This design comes from an exercise in tuning for small area on the open sky130 flow, not from production work. In this exercise RTL edits were held to simulation tests only and were not proved equivalent to the original.

==> exp/garnet <==
==> flow/design.v (excerpt) <==
module CHIP #(                                                                                  
    parameter BIT_W = 32                                                                        
)(                                                                                              
        input               i_clk,                                                              
        input               i_rst_n,                                                            
        input  [BIT_W-1:0]  i_IMEM_data,                                                        
        output [BIT_W-1:0]  o_IMEM_addr,                                                        
        output              o_IMEM_cen,                                                         
        input               i_DMEM_stall,                                                       
  ...
==> flow/config.mk <==
export PLATFORM = sky130hd
export DESIGN_NAME = CHIP
export DESIGN_NICKNAME = CHIP
export VERILOG_FILES = /design/flow/design.v
export SDC_FILE = /design/flow/constraint.sdc
export NUM_CORES = 4
export LEC_CHECK = 0
export ABC_AREA = 1
export CAP_MARGIN = 20
export CORE_MARGIN = 2
export CORE_UTILIZATION = 30
export SLEW_MARGIN = 20
==> flow/constraint.sdc <==
create_clock -name core_clock -period 20.0 [get_ports {i_clk}]
set_input_delay 4.0000 -clock core_clock [delete_from_list [all_inputs] [get_ports {i_clk}]]
set_output_delay 4.0000 -clock core_clock [all_outputs]
set_load 0.01 [all_outputs]
standard.sh (not shown) runs the stock make flow with config.mk's settings and CLKGATE_MAP_FILE= SYNTH_SCRIPT=/design/flow/synth_recipe.tcl, a recipe that flattens the netlist after the stock synthesis.
==> flow/flow/run.sh <==
#!/bin/bash
# The standard ORFS layout (standard.sh), with three changes:
#  - ABC maps for area only (a copy of ORFS's scripts with its own abc_area.script);
#  - CTS without dummy loads, clkbuf_4 buffers and bounded sink clusters;
#  - buf_1 cells as the port buffers.
# make's full output goes to flow_make.log; each tool's log is under orfs/logs/.
set -euo pipefail
rm -rf scripts_local
cp -r "$FLOW_HOME/scripts" scripts_local
printf '%s\n' '&get -n' '&st' '&dch' '&nf -R 1000' '&put' > scripts_local/abc_area.script
export SCRIPTS_DIR="$PWD/scripts_local"
export CTS_ARGS="-sink_clustering_enable -repair_clock_nets -dont_use_dummy_load -buf_list sky130_fd_sc_hd__clkbuf_4 -sink_clustering_size 11 -sink_clustering_max_diameter 50"
export BUFFER_PORTS_ARGS="-buffer_cell sky130_fd_sc_hd__buf_1"
bash standard.sh > flow_make.log 2>&1
==> inputs of exp/juniper, as changes to exp/garnet <==
==> flow/design.v (replaced) <==
module CHIP #(                                                                                  
    parameter BIT_W = 32                                                                        
)(                                                                                              
        input               i_clk,                                                              
        input               i_rst_n,                                                            
        input  [BIT_W-1:0]  i_IMEM_data,                                                        
        output [BIT_W-1:0]  o_IMEM_addr,                                                        
        output              o_IMEM_cen,                                                         
        input               i_DMEM_stall,                                                       
        input  [BIT_W-1:0]  i_DMEM_rdata,                                                       
        output              o_DMEM_cen,                                                         
        output              o_DMEM_wen,                                                         
        output [BIT_W-1:0]  o_DMEM_addr,                                                        
        output [BIT_W-1:0]  o_DMEM_wdata,                                                       
        output              o_finish,                                                           
        input               i_cache_finish,                                                     
        output              o_proc_finish                                                       
);                                                                                              
    localparam [3:0] S_INIT  = 4'd0,   
                     S_F0    = 4'd1,   
                     S_F1    = 4'd2,
                     S_F2    = 4'd3,
                     S_MREQ  = 4'd4,   
                     S_MWAIT = 4'd5,
                     S_MDONE = 4'd6,
                     S_WB    = 4'd7,   
                     S_IT    = 4'd8;   
    reg  [2:0]  ph;                    
    reg  [3:0]  fs;                    
    wire        ph0  = (ph == 3'd0);
    wire        ph7  = (ph == 3'd7);
    wire        init = (fs == S_INIT);
    wire [31:0] ins = i_IMEM_data;     
    wire d_ecall = ins[6] & ins[4];
    wire d_br    = ins[6] & ~ins[4] & ~ins[2];
    wire d_jal   = ins[3];
    wire d_jalr  = ins[6] & ~ins[3] & ins[2];
    wire d_auipc = ~ins[6] & ins[2];
    wire d_op    = ~ins[6] & ins[5] & ins[4];
    wire d_opimm = ~ins[6] & ~ins[5] & ins[4] & ~ins[2];
    wire d_load  = ~ins[6] & ~ins[5] & ~ins[4];
    wire d_store = ~ins[6] & ins[5] & ~ins[4];
    reg  [31:0] imm;
    always @(*) begin
        if (d_store)      imm = {{20{ins[31]}}, ins[31:25], ins[11:7]};
        else if (d_br)    imm = {19'b0, ins[31], ins[7], ins[30:25], ins[11:8], 1'b0};
        else if (d_auipc) imm = {{12{ins[19]}}, ins[19:12], 12'b0};
        else if (d_jal)   imm = {{12{ins[19]}}, ins[19:12], ins[20], ins[30:21], 1'b0};
        else              imm = {{20{ins[31]}}, ins[31:20]};
    end
    wire [3:0] immd = imm[ph*4 +: 4];
    reg  [31:0] pc;                    
    reg  [31:0] ar;                    
    reg  [31:0] dr;                    
    reg  [2:0]  off;                   
    reg         c, ic, c2, z, t, mbit, mnext;
    reg  [4:0]  cnt;
    reg  [1:0]  xsel;                  
    reg  [2:0]  ysel;                  
    reg         sub, lop, rdwe, wdinc, pcinc, pcR, cin_t, slti_t, br_t, mcap, cnt_ld, cnt_dec, cap;
    reg  [3:0]  fs_n;
    wire [4:0]  ridx = ((fs == S_F0) & (d_op | d_br | d_store)) ? ins[24:20] : ins[19:15];
    wire [127:0] bots;
    wire [3:0]  A = bots[ridx*4 +: 4];
    wire [3:0]  P = pc[3:0];
    wire [3:0]  dtap = dr[off*4 +: 4];
    wire [3:0]  accL = {ar[2:0], c2 & ~ph0};
    wire [3:0]  accR = {ar[4] & ~ph7, ar[3:1]};
    wire [3:0]  X = (xsel == 2'd1) ? A : (xsel == 2'd2) ? P : 4'd0;
    reg  [3:0]  Yr;
    always @(*) begin
        case (ysel)
            3'd1:    Yr = immd;
            3'd2:    Yr = dtap;
            3'd3:    Yr = accL;
            3'd4:    Yr = accR;
            default: Yr = 4'd0;
        endcase
    end
    wire        cin = ph0 ? (sub | (cin_t & t)) : c;
    wire [4:0]  sum = X + (Yr ^ {4{sub}}) + cin;
    wire [3:0]  R = lop ? (ins[12] ? (X & Yr) : (X ^ Yr)) : sum[3:0];
    wire        zc = (ph0 | z) & (sum[3:0] == 4'd0);
    wire [4:0]  incs = P + (ph0 ? 4'd4 : {3'd0, ic});
    wire [3:0]  wdv = wdinc ? incs[3:0] : R;
    wire [4:0]  cntm1 = cnt - 5'd1;
    always @(*) begin
        xsel = 2'd0; ysel = 3'd0; sub = 1'b0; lop = 1'b0; rdwe = 1'b0; wdinc = 1'b0;
        pcinc = 1'b0; pcR = 1'b0; cin_t = 1'b0; slti_t = 1'b0; br_t = 1'b0; mcap = 1'b0;
        cnt_ld = 1'b0; cnt_dec = 1'b0; cap = 1'b0;
        fs_n = fs;
        case (fs)
            S_INIT: if (ph7) fs_n = S_F0;
            S_F0: begin
                if (d_opimm) begin
                    if (ins[12]) begin                        
                        xsel = ins[24] ? 2'd0 : 2'd1;
                        if (ins[24] | ~|ins[23:20]) begin rdwe = 1'b1; pcinc = 1'b1; end
                        else begin cnt_ld = 1'b1; if (ph7) fs_n = S_IT; end
                    end else if (ins[13]) begin               
                        xsel = 2'd1; ysel = 3'd1; sub = 1'b1; slti_t = 1'b1;
                        if (ph7) fs_n = S_F1;
                    end else begin                            
                        xsel = 2'd1; ysel = 3'd1; rdwe = 1'b1; pcinc = 1'b1;
                    end
                end else if (d_load) begin
                    xsel = 2'd1; ysel = 3'd1; pcinc = 1'b1;
                    if (ph7) fs_n = S_MREQ;
                end else if (d_store | d_br) begin
                    if (ph7) fs_n = S_F1;
                end else if (d_op) begin
                    if (ins[25]) begin                        
                        mcap = ph7; cnt_ld = 1'b1;
                        if (ph7) fs_n = S_IT;
                    end else if (ph7) fs_n = S_F1;
                end else if (d_jal) begin
                    xsel = 2'd2; ysel = 3'd1; pcR = 1'b1; rdwe = 1'b1; wdinc = 1'b1;
                end else if (d_jalr) begin
                    xsel = 2'd1; rdwe = 1'b1;
                    if (ph7) fs_n = S_F1;
                end else if (d_auipc) begin
                    xsel = 2'd2; ysel = 3'd1; rdwe = 1'b1; pcinc = 1'b1;
                end
            end
            S_F1: begin
                if (d_opimm) begin                            
                    cin_t = 1'b1; rdwe = 1'b1; pcinc = 1'b1;
                    if (ph7) fs_n = S_F0;
                end else if (d_store) begin
                    xsel = 2'd1; ysel = 3'd1; pcinc = 1'b1;
                    if (ph7) fs_n = S_MREQ;
                end else if (d_op) begin
                    xsel = 2'd1; ysel = 3'd2; sub = ins[30]; lop = ins[14]; rdwe = 1'b1; pcinc = 1'b1;
                    if (ph7) fs_n = S_F0;
                end else if (d_br) begin
                    xsel = 2'd1; ysel = 3'd2; sub = 1'b1; br_t = 1'b1;
                    if (ph7) fs_n = S_F2;
                end else begin                                
                    xsel = 2'd1; ysel = 3'd1; pcR = 1'b1;
                    if (ph7) fs_n = S_F0;
                end
            end
            S_F2: begin                                       
                xsel = 2'd2; ysel = 3'd1;
                if (t) pcR = 1'b1; else pcinc = 1'b1;
                if (ph7) fs_n = S_F0;
            end
            S_MREQ, S_MWAIT: begin
                if (!i_DMEM_stall) begin
                    cap = 1'b1;
                    fs_n = ph7 ? (d_load ? S_WB : S_F0) : S_MDONE;
                end else fs_n = S_MWAIT;
            end
            S_MDONE: if (ph7) fs_n = d_load ? S_WB : S_F0;
            S_WB: begin
                ysel = 3'd2; rdwe = 1'b1;
                if (ph7) fs_n = S_F0;
            end
            S_IT: begin
                if (d_op) begin                               
                    xsel = mbit ? 2'd1 : 2'd0; ysel = 3'd3;
                    mcap = (ph == cntm1[4:2]);
                end else begin                                
                    ysel = ins[14] ? 3'd4 : 3'd3;
                end
                if (cnt == 5'd0) begin
                    rdwe = 1'b1; pcinc = 1'b1;
                    if (ph7) fs_n = S_F0;
                end else cnt_dec = ph7;
            end
            default: fs_n = S_INIT;
        endcase
    end
    wire [3:0] x2d = ph0 ? 4'h0 : ph7 ? 4'hb : 4'hf;
    wire [3:0] x3d = (ph == 3'd3) ? 4'h8 : ph7 ? 4'h1 : 4'h0;
    wire [3:0] pcd = {3'b0, ph == 3'd4};
    assign bots[3:0] = 4'd0;
    genvar g;
    generate
        for (g = 1; g < 32; g = g + 1) begin : RF
            reg  [31:0] q;
            wire we = init | (rdwe & (ins[11:7] == g));
            wire [3:0] d = init ? ((g == 2) ? x2d : (g == 3) ? x3d : 4'd0) : wdv;
            always @(posedge i_clk) q <= {we ? d : q[3:0], q[31:4]};
            assign bots[g*4 +: 4] = q[3:0];
        end
    endgenerate
    wire       mcsrc = (fs == S_F0) ? A[3] : dtap[cntm1[1:0]];
    wire       mnew  = mcap ? mcsrc : mnext;
    always @(posedge i_clk) begin
        pc    <= {init ? pcd : pcR ? R : pcinc ? incs[3:0] : P, pc[31:4]};
        ar    <= {R, ar[31:4]};
        dr    <= cap ? i_DMEM_rdata : {(fs == S_F0) ? A : dr[3:0], dr[31:4]};
        off   <= cap ? ph + 3'd1 : (fs == S_F0) ? 3'd0 : off;
        c     <= sum[4];
        ic    <= incs[4];
        c2    <= ar[3];
        z     <= zc;
        if (ph7 & slti_t) t <= (X[3] ^ Yr[3]) ? X[3] : sum[3];
        if (ph7 & br_t)   t <= (ins[14] ? sum[3] : zc) ^ ins[12];
        mnext <= mnew;
        if (ph7) mbit <= mnew;
        if (cnt_ld)       cnt <= d_op ? 5'd31 : {1'b0, ins[23:20]} - 5'd1;
        else if (cnt_dec) cnt <= cntm1;
    end
    always @(posedge i_clk or negedge i_rst_n) begin
        if (!i_rst_n) begin
            ph <= 3'd0;
            fs <= S_INIT;
        end else begin
            ph <= ph + 3'd1;
            fs <= fs_n;
        end
    end
    assign o_IMEM_addr   = pc;
    assign o_IMEM_cen    = (fs == S_F0) & ph0;
    assign o_DMEM_cen    = (fs == S_MREQ);
    assign o_DMEM_wen    = d_store;
    assign o_DMEM_addr   = ar;
    assign o_DMEM_wdata  = dr;
    assign o_proc_finish = (fs == S_F0) & d_ecall;
    assign o_finish      = i_cache_finish;
endmodule
==> flow/flow/run.sh (replaced) <==
#!/bin/bash
# Standard ORFS layout with: CTS without dummy loads, small clock buffers with
# bounded sink clusters, and buf_1 cells as the port buffers.
set -euo pipefail
export CTS_ARGS="-sink_clustering_enable -repair_clock_nets -dont_use_dummy_load -buf_list sky130_fd_sc_hd__clkbuf_4 -sink_clustering_size 12 -sink_clustering_max_diameter 40"
export BUFFER_PORTS_ARGS="-buffer_cell sky130_fd_sc_hd__buf_1"
bash standard.sh > flow_make.log 2>&1
==> flow/config.mk (replaced) <==
export PLATFORM = sky130hd
export DESIGN_NAME = CHIP
export DESIGN_NICKNAME = CHIP
export VERILOG_FILES = /design/flow/design.v
export SDC_FILE = /design/flow/constraint.sdc
export NUM_CORES = 4
export LEC_CHECK = 0
export CAP_MARGIN = 20
export CORE_MARGIN = 2
export CORE_UTILIZATION = 60
export PLACE_DENSITY = 0.7
export SLEW_MARGIN = 20
==> comparison <==
exp/garnet completed without violations. exp/juniper completed without violations.
Of exp/juniper and exp/garnet, exp/garnet has the higher first-iteration DRC count (gap about 11%, measured against exp/garnet).
Of exp/garnet and exp/juniper, exp/juniper has the higher clock skew (gap 0.095 ns).
Between exp/garnet and exp/juniper, the lower core utilization is in exp/garnet (gap 31 points).
Against exp/juniper, the synthesized cell count of exp/garnet is smaller by about 4%.
Between exp/garnet and exp/juniper, the lower register-to-register slack is in exp/garnet (gap 2.5 ns).

[static timing again, ports no longer ideal]
The results above use ideal ports. As a check the final layouts listed here were re-extracted and re-timed, cells and wires unchanged. Step 1, drivers: a clkbuf_16 drives i_clk and a buf_2 each remaining input, both assumed. Step 2 adds t to the input delays and takes it off the output delays; t is the mean of the earliest and latest rising clock arrival at the registers after step 1. Input paths then give back, and output paths get back, about the clock's delay inside the block. Three values: no drivers, after step 1, after step 2; two values: the first two.
run | shift t [ns] | slack for setup (ns) | worst setup path at the end | clock arrival spread, ns | worst register clock-pin slew, ns
exp/garnet | 0.944 | 7.889 / 7.879 / 6.935 | input to register | 0.063 / 0.062 | 0.12 / 0.12
exp/juniper | 0.874 | 10.323 / 10.350 / 9.476 | input to register | 0.151 / 0.150 | 0.12 / 0.12
After both steps every run listed still meets setup and hold. For exp/garnet, which loses most, drivers alone change the setup slack by -0.010 ns; drivers and shift together by -0.954 ns.
